This design comes from an exercise in tuning for small area on the open sky130 flow, not from production work. Power is estimated from default activity; no workload was simulated.

==> module impl_top, before the edit <==
module impl_top (
input               clk     ,
input               sw_0    ,
input   wire        uart_rxd,
output  wire        uart_txd,
output  wire [7:0]  led,
output  wire uart_rx_break,
output  wire uart_rx_valid,
output  wire uart_tx_busy,
output  wire uart_rx_fe,
output  wire uart_rx_pe,
output  wire [10:0] uart_rx_data,
output  wire [199:0] sbus_frame,
output  wire sbus_frame_valid
);
wire rst = !sw_0;
reg rxd_0, rxd_1;
always @(posedge clk) begin
    rxd_0 <= uart_rxd | rst;
    rxd_1 <= rxd_0;
end
reg [8:0] r_cnt;
reg [3:0] r_ph;
wire r_idle = r_ph == 4'd0;
wire r_stop = r_ph == 4'd13;
wire r_c500 = r_cnt == 9'd67;
wire r_c250 = r_cnt == 9'd358;
wire r_valid = r_stop && r_c250;
always @(posedge clk) begin
    if (r_idle || r_c500 || r_valid)
        r_cnt <= 9'd0;
    else
        r_cnt <= {r_cnt[7:0], ~(r_cnt[8] ^ r_cnt[4])};
end
wire r_adv = (r_idle && !rxd_1) || r_c500;
always @(posedge clk) begin
    if (rst || r_valid)
        r_ph <= 4'd0;
    else
        r_ph <= r_ph + r_adv;
end
reg [10:0] r_sr;
always @(posedge clk) begin
    if (r_c250 && !r_stop)
        r_sr <= {rxd_1, r_sr[10:1]};
end
reg r_sel;
always @(posedge clk) begin
    r_sel <= r_stop && r_cnt != 9'd0;
end
reg seen;
always @(posedge clk) begin
    if (rst)
        seen <= 1'b0;
    else if (r_valid)
        seen <= 1'b1;
end
reg [7:0] d_lo;      
reg [2:0] d_hi;
always @(posedge clk) begin
    if (rst)
        d_lo <= 8'hF0;
    else if (r_valid)
        d_lo <= r_sr[7:0];
end
always @(posedge clk) begin
    if (r_valid)
        d_hi <= r_sr[10:8];
end
wire [10:0] d_reg = {d_hi, d_lo};
assign uart_rx_data = r_sel ? r_sr
                            : {d_reg[10:4] & {7{seen}}, d_reg[3:0]};
assign led = d_reg[7:0];
assign uart_rx_valid = r_valid;
assign uart_rx_break = r_valid && ~|r_sr;
assign uart_rx_pe = ^uart_rx_data[8:0];
assign uart_rx_fe = ~&uart_rx_data[10:9];
reg [8:0] t_cnt;
reg [3:0] t_ph;
wire t_idle = t_ph == 4'd0;
wire t_c500 = t_cnt == 9'd67;
always @(posedge clk) begin
    if (t_c500)
        t_cnt <= 9'd0;
    else
        t_cnt <= t_idle ? {7'd0, seen, seen} : {t_cnt[7:0], ~(t_cnt[8] ^ t_cnt[4])};
end
wire t_tail = t_ph == 4'd13;
wire t_adv = (t_idle && r_valid) || t_c500;
always @(posedge clk) begin
    if (rst || (t_tail && t_cnt[0]))
        t_ph <= 4'd0;
    else
        t_ph <= t_ph + t_adv;
end
reg t_bit;
always @(*) begin
    case (t_ph)
        4'd2 : t_bit = d_reg[0];
        4'd3 : t_bit = d_reg[1];
        4'd4 : t_bit = d_reg[2];
        4'd5 : t_bit = d_reg[3];
        4'd6 : t_bit = d_reg[4];
        4'd7 : t_bit = d_reg[5];
        4'd8 : t_bit = d_reg[6];
        4'd9 : t_bit = d_reg[7];
        4'd10: t_bit = d_reg[8];
        4'd11: t_bit = d_reg[9];
        4'd12: t_bit = d_reg[10];
        4'd13: t_bit = d_reg[10] | t_cnt[0];
        4'd1 : t_bit = 1'b0;
        default: t_bit = 1'b1;
    endcase
end
reg txd_reg;
always @(posedge clk) begin
    txd_reg <= t_bit;
end
assign uart_txd = txd_reg;
assign uart_tx_busy = !t_idle;
wire [183:0] w;       
reg         w_hdr;    
reg [183:0] f;        
reg         f_cap;    
reg         f_vld_n;
wire [7:0] w_in = {d_reg[7:1], d_reg[0] | !seen};
reg [22:0]  w0;       
reg [160:0] wx;       
always @(posedge clk) begin
    if (rst)
        w0 <= {23{1'b1}};
    else if (r_valid)
        w0 <= {w_in[0], w0[22:1]};
end
always @(posedge clk) begin
    if (r_valid)
        wx <= {w_in[7:1], wx[160:7]};
end
genvar k;
generate
    for (k = 0; k < 23; k = k + 1) begin : g_win
        assign w[8*k+7:8*k] = {wx[7*k+6:7*k], w0[k]};
    end
endgenerate
always @(posedge clk) begin
    if (rst)
        w_hdr <= 1'b0;
    else if (r_valid)
        w_hdr <= w[7:0] == 8'hF0;
end
wire match = w_hdr && d_reg[7:0] == 8'h00;
always @(posedge clk) begin
    if (rst)
        f <= {184{1'b1}};
    else if (match)
        f <= w;
end
always @(posedge clk) begin
    if (rst)
        f_cap <= 1'b0;
    else
        f_cap <= f_cap | match;
end
always @(posedge clk) begin
    f_vld_n <= !match;
end
assign sbus_frame = {{8{!f_cap}}, f, 4'hF, {4{!f_cap}}};
assign sbus_frame_valid = f_vld_n;
endmodule
export LEC_CHECK = 0
export CAP_MARGIN = 20
export CORE_MARGIN = 2
export CORE_UTILIZATION = 65
export SLEW_MARGIN = 20
create_clock -name core_clock -period 10.0 [get_ports {clk}]
standard.sh (not shown) runs the stock make flow with config.mk's settings and CLKGATE_MAP_FILE= SYNTH_SCRIPT=/design/flow/synth_recipe.tcl, a recipe that flattens the netlist after the stock synthesis.
==> flow/flow/run.sh <==
#!/bin/bash
# The standard flow (standard.sh) with three changes:
#  - after the standard synthesis (unchanged, so every register keeps its
#    name and cell), the combinational cells are mapped again by ABC with an
#    area-oriented script (resyn.log); the flip-flops are not touched;
#  - port buffers use the smallest buffer cell;
#  - the clock tree is built from clkbuf_4 cells in small sink clusters,
#    without dummy loads.
set -euo pipefail
KNOBS=(
  "BUFFER_PORTS_ARGS=-buffer_cell sky130_fd_sc_hd__buf_1"
  "CTS_ARGS=-sink_clustering_enable -repair_clock_nets -dont_use_dummy_load -buf_list sky130_fd_sc_hd__clkbuf_4 -sink_clustering_size 10 -sink_clustering_max_diameter 60"
)
bash standard.sh "${KNOBS[@]}" synth > flow_synth.log 2>&1

RES=orfs/results/$FLOW_PLATFORM/impl_top/base
LIB=$FLOW_HOME/platforms/$FLOW_PLATFORM/lib/sky130_fd_sc_hd__tt_025C_1v80.lib
YOSYS=$(command -v yosys || echo "$FLOW_HOME/../tools/install/yosys/bin/yosys")
python3 flow/cellmodels.py "$LIB" cellmodels.v > cellmodels.log 2>&1
cp $RES/1_2_yosys.v 1_2_yosys_standard.v
cat > abc_area.script <<EOS
strash
dch -f
amap
topo
EOS
cat > resyn.ys <<EOS
read_liberty -lib $LIB
read_verilog 1_2_yosys_standard.v
hierarchy -top $FLOW_TOP
techmap -map cellmodels.v
opt -purge
techmap
opt -purge
abc -liberty $LIB -dont_use *lpflow* -dont_use *probe* -script abc_area.script
opt_clean -purge
hilomap -singleton -hicell sky130_fd_sc_hd__conb_1 HI -locell sky130_fd_sc_hd__conb_1 LO
insbuf -buf sky130_fd_sc_hd__buf_4 A X
check -assert -mapped
stat -liberty $LIB
write_verilog -noattr -nohex -nodec 1_2_yosys_resyn.v
EOS
"$YOSYS" -s resyn.ys > resyn.log 2>&1
cp 1_2_yosys_resyn.v $RES/1_2_yosys.v
rm -f $RES/1_synth.odb $RES/1_synth.sdc

bash standard.sh "${KNOBS[@]}" finish > flow.log 2>&1
Other scripts of this flow, unchanged in this note and not shown: flow/flow/cellmodels.py
Edit:
--- a/flow/design.v
+++ b/flow/design.v
@@ -116,54 +116,52 @@
 always @(posedge clk) begin
     txd_reg <= t_bit;
 end
 assign uart_txd = txd_reg;
 assign uart_tx_busy = !t_idle;
-wire [183:0] w;       
+wire [183:0] w_n;     
 reg         w_hdr;    
-reg [183:0] f;        
+reg [183:0] f_n;      
 reg         f_cap;    
 reg         f_vld_n;
-wire [7:0] w_in = {d_reg[7:1], d_reg[0] | !seen};
-reg [22:0]  w0;       
-reg [160:0] wx;       
+wire [7:0] w_in_n = ~{d_reg[7:1], d_reg[0] | !seen};
+reg [22:0]  w0_n;     
+reg [160:0] wx_n;     
 always @(posedge clk) begin
     if (rst)
-        w0 <= {23{1'b1}};
+        w0_n <= 23'd0;
     else if (r_valid)
-        w0 <= {w_in[0], w0[22:1]};
+        w0_n <= {w_in_n[0], w0_n[22:1]};
 end
 always @(posedge clk) begin
     if (r_valid)
-        wx <= {w_in[7:1], wx[160:7]};
+        wx_n <= {w_in_n[7:1], wx_n[160:7]};
 end
 genvar k;
 generate
     for (k = 0; k < 23; k = k + 1) begin : g_win
-        assign w[8*k+7:8*k] = {wx[7*k+6:7*k], w0[k]};
+        assign w_n[8*k+7:8*k] = {wx_n[7*k+6:7*k], w0_n[k]};
     end
 endgenerate
 always @(posedge clk) begin
     if (rst)
         w_hdr <= 1'b0;
     else if (r_valid)
-        w_hdr <= w[7:0] == 8'hF0;
+        w_hdr <= w_n[7:0] == 8'h0F;
 end
 wire match = w_hdr && d_reg[7:0] == 8'h00;
 always @(posedge clk) begin
-    if (rst)
-        f <= {184{1'b1}};
-    else if (match)
-        f <= w;
+    if (match)
+        f_n <= w_n;
 end
 always @(posedge clk) begin
     if (rst)
         f_cap <= 1'b0;
     else
         f_cap <= f_cap | match;
 end
 always @(posedge clk) begin
     f_vld_n <= !match;
 end
-assign sbus_frame = {{8{!f_cap}}, f, 4'hF, {4{!f_cap}}};
+assign sbus_frame = {{8{!f_cap}}, ~(f_n & {184{f_cap}}), 4'hF, {4{!f_cap}}};
 assign sbus_frame_valid = f_vld_n;
 endmodule
Effect: Routed wire length went down by 14%; register-to-register slack gains 0.56 ns; setup slack gains 0.29 ns; maximum frequency went up by 5.8%; total power went up by about 3%; flip-flop and latch count stays the same; synthesized area went up by 4.2%; cell count went down by about 0.6%; final area went up by about 4%; hold slack loses 0.040 ns; utilization barely changes; global-route usage went down by 4.3 points; sequential power went up by about 6%.
No functional check of the RTL was part of any run of this note.

## re-timing with driven ports
Ports are ideal in the flow. The routed layouts listed here were re-timed in OpenROAD.
Step 1 (the two cells are an assumption about what drives the block):
set clk [get_ports {clk}]
set_driving_cell -lib_cell sky130_fd_sc_hd__clkbuf_16 $clk
set_driving_cell -lib_cell sky130_fd_sc_hd__buf_2 [delete_from_list [all_inputs] $clk]
Step 2, shift: input delay + t, output delay - t, t = (earliest + latest rising clock arrival at the registers) / 2. This alone moves slack from input paths to output paths.
Slacks: ideal ports / drivers / drivers and shift; pairs: ideal ports / drivers.
run	t (ns)	slack for setup (ns)	worst setup path at the end	latest minus earliest clock arrival (ns)	cell pins on the clock port's net
the first run	0.701	4.663 / 4.620 / 5.321	register to output	0.101 / 0.100	1
the second run	0.669	4.957 / 4.913 / 5.582	register to output	0.074 / 0.074	1
After both steps every run listed still meets setup and hold.
